This design comes from an exercise in tuning for small area and a short achievable clock period on the open sky130 flow, not from production work.
RTL that was checked went through simulation tests only; none was proved equivalent to the original.

== main ==
==> module ALU_ACC, before the edit <==
module ALU_ACC(
    input         clk,
    input         rst_n,
    input         C8,     
    input         C9,     
    input         C13,    
    input         C15,    
    input         C16,    
    input         C17,    
    input         C18,    
    input         C19,    
    input         C20,    
    input         C21,    
    input  [15:0] BR_out,
    output [15:0] ALU_out,
    output reg [3:0] ALUflags  
    );
    reg [15:0] ACC;
    assign ALU_out = ACC;
    wire n8  = ~C8;
    wire s9  = n8 & C9;
    wire n9  = n8 & ~C9;
    wire s13 = n9 & C13;
    wire n13 = n9 & ~C13;
    wire s15 = n13 & C15;
    wire n15 = n13 & ~C15;
    wire s16 = n15 & C16;
    wire n16 = n15 & ~C16;
    wire s17 = n16 & C17;
    wire n17 = n16 & ~C17;
    wire s18 = n17 & C18;
    wire n18 = n17 & ~C18;
    wire s19 = n18 & C19;
    wire n19 = n18 & ~C19;
    wire s20 = n19 & C20;
    wire n20 = n19 & ~C20;
    wire s21 = n20 & C21;
    wire hold = n20 & ~C21;
    wire sas = s9 | s13;
    wire        sub = ~C9;
    wire [15:0] bx  = BR_out ^ {16{sub}};
    wire [16:0] as  = {1'b0, ACC} + {1'b0, bx} + {16'd0, sub};
    wire as_cf = as[16] ^ sub;                  
    wire as_of = (ACC[15] == bx[15]) && (as[15] != ACC[15]);
    wire [15:0] prod;
    wire        mul_of;
    mul16 u_mul(.a(ACC), .b(BR_out), .p(prod), .of(mul_of));
    wire [15:0] quot;
    div16 u_div(.a(ACC), .d(BR_out), .q(quot));
    wire quot_z = as_cf;
    wire [15:0] acc_nd =
          ({16{hold}} & ACC)
        | ({16{sas}}  & as[15:0])
        | ({16{s15}}  & prod)
        | ({16{s17}}  & {1'b0, ACC[15:1]})
        | ({16{s18}}  & {ACC[14:0], 1'b0})
        | ({16{s19}}  & (ACC & BR_out))
        | ({16{s20}}  & (ACC | BR_out))
        | ({16{s21}}  & ~ACC);
    wire [15:0] acc_n = acc_nd | ({16{s16}} & quot);
    wire zf_n = hold ? ALUflags[3] : (s16 ? quot_z : ~|acc_nd);
    wire cf_n = hold ? ALUflags[2] : (sas & as_cf);
    wire of_n = hold ? ALUflags[1] : ((sas & as_of) | (s15 & mul_of));
    wire sf_n = hold ? ALUflags[0] : acc_n[15];
    always @(posedge clk or negedge rst_n) begin
        if (!rst_n) begin
            ACC      <= 16'b0;
            ALUflags <= 4'b0;
        end
        else begin
            ACC      <= acc_n;
            ALUflags <= {zf_n, cf_n, of_n, sf_n};
        end
    end
endmodule
export LEC_CHECK = 0
export ABC_AREA = 1
export CAP_MARGIN = 20
export CORE_MARGIN = 2
export CORE_UTILIZATION = 40
export SLEW_MARGIN = 20
create_clock -name core_clock -period 40.0 [get_ports {clk}]
standard.sh (not shown) runs the stock make flow with config.mk's settings and CLKGATE_MAP_FILE= SYNTH_SCRIPT=/design/flow/synth_recipe.tcl, a recipe that flattens the netlist after the stock synthesis.
==> flow/flow/run.sh <==
#!/bin/bash
# The standard layout, with the standard synthesis, but with timing repair
# aiming for 26 ns of setup slack instead of 0 (the clock period and the
# constraints are the design's own). Each step's output goes to its own log.
set -euo pipefail
bash standard.sh synth > synth.log 2>&1
bash standard.sh SETUP_SLACK_MARGIN=26 finish > layout.log 2>&1
main finished end to end and its layout was clean on timing, DRC and antenna.
For the feature branch, these inputs were changed with respect to main:
--- a/flow/design.v
+++ b/flow/design.v
@@ -34,37 +34,36 @@
     wire s19 = n18 & C19;
     wire n19 = n18 & ~C19;
     wire s20 = n19 & C20;
     wire n20 = n19 & ~C20;
     wire s21 = n20 & C21;
     wire hold = n20 & ~C21;
-    wire sas = s9 | s13;
-    wire        sub = ~C9;
-    wire [15:0] bx  = BR_out ^ {16{sub}};
-    wire [16:0] as  = {1'b0, ACC} + {1'b0, bx} + {16'd0, sub};
-    wire as_cf = as[16] ^ sub;                  
-    wire as_of = (ACC[15] == bx[15]) && (as[15] != ACC[15]);
+    wire [16:0] sum  = {1'b0, ACC} + {1'b0, BR_out};
+    wire [16:0] diff = {1'b0, ACC} - {1'b0, BR_out};
+    wire add_of = (ACC[15] == BR_out[15]) && (sum[15] != ACC[15]);
+    wire sub_of = (ACC[15] != BR_out[15]) && (diff[15] != ACC[15]);
     wire [15:0] prod;
     wire        mul_of;
     mul16 u_mul(.a(ACC), .b(BR_out), .p(prod), .of(mul_of));
     wire [15:0] quot;
     div16 u_div(.a(ACC), .d(BR_out), .q(quot));
-    wire quot_z = as_cf;
+    wire quot_z = diff[16];
     wire [15:0] acc_nd =
           ({16{hold}} & ACC)
-        | ({16{sas}}  & as[15:0])
+        | ({16{s9}}   & sum[15:0])
+        | ({16{s13}}  & diff[15:0])
         | ({16{s15}}  & prod)
         | ({16{s17}}  & {1'b0, ACC[15:1]})
         | ({16{s18}}  & {ACC[14:0], 1'b0})
         | ({16{s19}}  & (ACC & BR_out))
         | ({16{s20}}  & (ACC | BR_out))
         | ({16{s21}}  & ~ACC);
     wire [15:0] acc_n = acc_nd | ({16{s16}} & quot);
     wire zf_n = hold ? ALUflags[3] : (s16 ? quot_z : ~|acc_nd);
-    wire cf_n = hold ? ALUflags[2] : (sas & as_cf);
-    wire of_n = hold ? ALUflags[1] : ((sas & as_of) | (s15 & mul_of));
+    wire cf_n = hold ? ALUflags[2] : ((s9 & sum[16]) | (s13 & diff[16]));
+    wire of_n = hold ? ALUflags[1] : ((s9 & add_of) | (s13 & sub_of) | (s15 & mul_of));
     wire sf_n = hold ? ALUflags[0] : acc_n[15];
     always @(posedge clk or negedge rst_n) begin
         if (!rst_n) begin
             ACC      <= 16'b0;
             ALUflags <= 4'b0;
         end
Findings:
- Compared the feature branch vs main, and area added between synthesis and finish is down in the feature branch.
- Changes observed in the feature branch relative to main: arrival time of data at the critical path endpoint went up by 250 ps; count of clock-buffer cells in the layout increased 1; starting density of the core comparable.
- The feature branch vs. main: area of all placed cells without fillers went up by about 4.3%.
The RTL of the feature branch was laid out without a check of its function.

-- re-timing with driven ports --
In the flow no input, the clock included, has a driving cell. The finished layouts below were timed again as built, in two steps.
Step 1, drivers: a clkbuf_16 drives clk and a buf_2 each remaining input, both assumed.
Step 2, shift: input delay + t, output delay - t, t = (earliest + latest rising clock arrival at the registers) / 2. This alone moves slack from input paths to output paths.
Slacks: ideal / step 1 / step 2; pairs: ideal / step 1.
run | shift t [ns] | setup WS [ns] | clock arrival spread, ns | worst register clock-pin slew, ns
main | 0.402 | 26.999 / 27.019 / 26.617 | 0.013 / 0.012 | 0.08 / 0.08
the feature branch | 0.425 | 26.784 / 26.784 / 26.784 | 0.018 / 0.018 | 0.08 / 0.08
After both steps every run listed still meets setup and hold. For main, which loses most, drivers alone change the setup slack by +0.020 ns; drivers and shift together by -0.382 ns.
